Background: an optimization exercise with open tools, aiming at small area. Do not read the settings as production practice.
In this exercise RTL edits were held to simulation tests only and were not proved equivalent to the original.

## top_ip_i2c
module top_ip_i2c
(
    input       wire                PCLK,PRESETn  ,
    input       wire                PSEL,PENABLE  ,
    input       wire                PWRITE        ,
    input       wire    [31:0]      PADDR         ,
    input       wire    [31:0]      PWDATA        ,
    output      wire    [31:0]      PRDATA        ,
    output      wire                PREADY        ,
    output      wire                PSLVERR       ,
    output      wire                PINT          ,
    input       wire                sda_i         ,
    output      wire                sda_o         ,
    output      wire                scl_o         ,
    input       wire                scl_i
);
    function automatic [19:0] inc20(input [19:0] q);
        reg c; integer i;
        begin c = 1'b1; for (i = 0; i < 20; i = i + 1) begin inc20[i] = q[i] ^ c; c = c & q[i]; end end
    endfunction
    wire        setup   = PSEL & ~PENABLE;
    wire        wr      = setup &  PWRITE;
    wire        rd      = setup & ~PWRITE;
    wire [6:0]  idx     = PADDR[8:2];
    reg  [8:0]  tx_apb_addr;
    reg  [7:0]  tx_apb_data;
    reg  [7:0]  tx_apb_data_cnt;
    reg  [13:0] tx_ctrl;
    reg  [19:0] time_out;
    reg         irpt_en, tx_data_en;
    reg  [7:0]  prdata;
    reg         i2c_ready, reg_cmd, pint;
    wire [7:0]  status;
    wire [7:0]  rx_apb_data;
    wire        ms = tx_ctrl[13] & ~tx_ctrl[12];    
    wire        ss = ~tx_ctrl[13] & tx_ctrl[12];    
    always_ff @(posedge PCLK or negedge PRESETn)
    begin
        if (~PRESETn) begin
            tx_ctrl[13:12]  <= 2'd0;
            prdata          <= 8'd0;
        end else begin
            if (wr && idx == 7'd6)  tx_ctrl[13:12]  <= PWDATA[13:12];
            if (rd && idx == 7'd1)  prdata          <= status;
            else if (rd && idx == 7'd3) prdata      <= rx_apb_data;
        end
    end
    always_ff @(posedge PCLK)
    begin
        if (~PRESETn) begin
            tx_apb_addr     <= 9'd0;
            tx_apb_data     <= 8'd0;
  ...
==> flow/config.mk <==
export PLATFORM = sky130hd
export DESIGN_NAME = top_ip_i2c
export DESIGN_NICKNAME = top_ip_i2c
export VERILOG_FILES = /design/flow/design.v
export SDC_FILE = /design/flow/constraint.sdc
export NUM_CORES = 4
export LEC_CHECK = 0
export CAP_MARGIN = 20
export CORE_MARGIN = 2
export CORE_UTILIZATION = 65
export PLACE_DENSITY = 0.8
export SLEW_MARGIN = 20
==> flow/constraint.sdc <==
create_clock -name core_clock -period 10.0 [get_ports {PCLK}]
set_input_delay 2.0000 -clock core_clock [delete_from_list [all_inputs] [get_ports {PCLK}]]
set_output_delay 2.0000 -clock core_clock [all_outputs]
set_load 0.01 [all_outputs]
standard.sh (not shown) runs the stock make flow with config.mk's settings and CLKGATE_MAP_FILE= SYNTH_SCRIPT=/design/flow/synth_recipe.tcl, a recipe that flattens the netlist after the stock synthesis.
==> flow/flow/run.sh <==
#!/bin/bash
# Own layout flow: the standard ORFS flow (standard.sh) with these changes:
#  - the port buffers that ORFS adds are the smallest buffer cell;
#  - clock tree: clkbuf_8 cluster buffers (up to 20 sinks, 50 um), clkbuf_8 root and tree
#    buffers, no dummy loads;
set -euo pipefail
W=$(pwd)
export CTS_ARGS='-sink_clustering_enable -repair_clock_nets -dont_use_dummy_load -buf_list sky130_fd_sc_hd__clkbuf_8 -sink_clustering_size 20 -sink_clustering_max_diameter 50 -root_buf sky130_fd_sc_hd__clkbuf_8 -tree_buf sky130_fd_sc_hd__clkbuf_8'

sed -e "s#WORK_HOME=[^ ]*#WORK_HOME=$W/ref#" standard.sh > ref_standard.sh
bash ref_standard.sh synth > ref_synth.log 2>&1

# 2. This flow's synthesis script: the reference script with an area-oriented ABC call.
{
  cat <<'EOT'
proc abc {args} {
  set keep {}
  set skip 0
  foreach a $args {
    if {$skip} { set skip 0; continue }
    if {$a in {-script -constr -D}} { set skip 1; continue }
    lappend keep $a
  }
  yosys abc {*}$keep -script {+strash;&get,-n;&deepsyn,-T,60;&put;dch,-f;amap;topo}
}
EOT
  cat synth_recipe.tcl
} > area_synth.tcl

sed -e "s#SYNTH_SCRIPT=[^ ]*#SYNTH_SCRIPT=$W/area_synth.tcl ADDER_MAP_FILE= SYNTH_OPERATIONS_ARGS=-noshare 'BUFFER_PORTS_ARGS=-buffer_cell sky130_fd_sc_hd__buf_1'#" \
  standard.sh > area_standard.sh
bash area_standard.sh synth > area_synth.log 2>&1

ff_list() {
  python3 - "$1" <<'EOP'
import re, sys
txt = open(sys.argv[1]).read()
ffs = sorted(set(re.findall(r"^\s*(sky130_fd_sc_hd__(?:df|edf|sdf|sedf|dl)\w*)\s+(\S+)\s*\(", txt, re.M)))
for c, n in ffs:
    print(re.sub(r"_\d+$", "", c), n)
EOP
}
ff_list ref/results/sky130hd/top_ip_i2c/base/1_2_yosys.v > ref_regs.txt
ff_list orfs/results/sky130hd/top_ip_i2c/base/1_2_yosys.v > area_regs.txt
if cmp -s ref_regs.txt area_regs.txt && [[ -s ref_regs.txt ]]; then
  echo "registers match the reference synthesis ($(wc -l < ref_regs.txt))" | tee regs_check.log
  bash area_standard.sh > area_flow.log 2>&1
else
  echo "registers differ from the reference synthesis: standard flow" | tee regs_check.log
  diff ref_regs.txt area_regs.txt >> regs_check.log || true
  rm -rf orfs
  bash standard.sh > standard_flow.log 2>&1
fi
The starting point ran to the end with no violations.
Rerun with:
--- a/flow/design.v
+++ b/flow/design.v
@@ -214,51 +214,51 @@
     end
     wire m_scl_o = (mq == M_IDLE) | (m_sta_sto ^ (mq == M_START));
     wire m_tx    = ~m_sda_i & ((mq == M_AACK) | (mq == M_RACK & m_cb_nz));
     wire [7:0] m_status = {4'b0, mq == M_WACK, m_tx, mq == M_STOP, 1'b0};
     localparam [2:0] S_IDLE = 3'd0, S_RADDR = 3'd1, S_AADDR = 3'd2, S_RD = 3'd3,
                      S_ARD  = 3'd4, S_WR    = 3'd5, S_AWR   = 3'd6;
     wire        s_sda_i = ss ? sda_i : 1'b1;
     wire        s_scl_i = ss ? scl_i : 1'b1;
     wire [6:0]  s_addr  = ss ? tx_apb_addr[8:2] : 7'd0;
     wire [7:0]  s_din   = ss ? tx_apb_data : 8'd0;
-    reg         s_reg_scl, s_reg_sda;
+    reg         s_reg_sda;
     reg  [7:0]  s_dscl;          
     reg         s_dscl9;         
     reg  [8:1]  s_nsda;          
     reg  [7:0]  s_cnt_st;
     reg         s_sta, s_sto, s_dsta, s_dsto;
     reg         s_ready;
     reg  [7:0]  s_sr;
     reg  [2:0]  sq, sq_next;
     reg         s_reg_addr;
     reg         s_sda;
     reg  [3:0]  s_cnt_bit;
     reg  [7:0]  s_dout;
     reg         s_rw;
     reg         s_reg_tx, s_reg_stretch;
     reg         s_stc;
     reg  [19:0] s_cnt_stretch;
+    wire s_reg_scl  = s_dscl[0];
     wire s_scl_ev   = s_reg_scl ^ s_scl_i;
     wire s_scl_fall = s_reg_scl & ~s_scl_i;
     wire s_scl_rise = ~s_reg_scl & s_scl_i;
     wire s_sda_rise = ~s_scl_ev & ~s_reg_sda & s_sda_i;
     wire s_sda_fall = ~s_scl_ev & s_reg_sda & ~s_sda_i;
     wire s_d_scl    = s_dscl[7];
     wire s_d_nscl_ev = ~(s_dscl9 ^ s_dscl[7]);
     wire s_d_sf     = ~s_nsda[8] &  s_nsda[7] & s_d_nscl_ev;
     wire s_d_sr     =  s_nsda[8] & ~s_nsda[7] & s_d_nscl_ev;
     wire s_to_ge    = s_cnt_stretch >= time_out;
     wire s_to_gt    = s_cnt_stretch >  time_out;
     always_ff @(posedge PCLK)
     begin
-        s_reg_scl <= s_scl_i;
         s_reg_sda <= s_sda_i;
     end
     always_ff @(posedge PCLK or negedge PRESETn)
     begin
         if (~PRESETn)
             s_dscl <= 8'd0;
         else
             s_dscl <= {s_dscl[6:0], s_scl_i};
     end
     always_ff @(posedge PCLK)
The changed run went through all stages and came out clean.
Global-route usage hardly moves.
Hold slack gets better by 0.0086 ns.
Utilization came out higher by 0.22 points.
Routed wire length went down by 0.63%.
Die area barely changes.
Design area hardly moves.
Non-clock buffer count stays the same.
Cell count stays the same.
Critical path depth stays the same.

[static timing again, ports no longer ideal]
Ports are ideal in the flow. The routed layouts listed here were re-timed in OpenROAD.
Step 1 assumes that a clkbuf_16 drives the clock port and a buf_2 every other input.
Step 2 moves the port delays by t, midway between the first and last clock arrival at a register: inputs arrive t later, outputs are due t later. That takes back most of the time a late clock gives input paths.
a / b / c = ideal ports / drivers / drivers and shift; a / b = the first two.
| run | t (ns) | setup slack, ns | hold slack, ns | worst setup path at the end | latest minus earliest clock arrival (ns) |
|---|---|---|---|---|---|
| the first run | 0.530 | 5.151 / 5.113 / 4.990 | 0.330 / 0.330 / 0.330 | input to register | 0.055 / 0.055 |
| the second run | 0.541 | 5.108 / 5.071 / 5.149 | 0.339 / 0.339 / 0.339 | input to register | 0.044 / 0.044 |
After both steps every run listed still meets setup and hold. The setup slack of the first run, which loses most, moves by -0.038 ns with the drivers and by -0.161 ns with both steps.
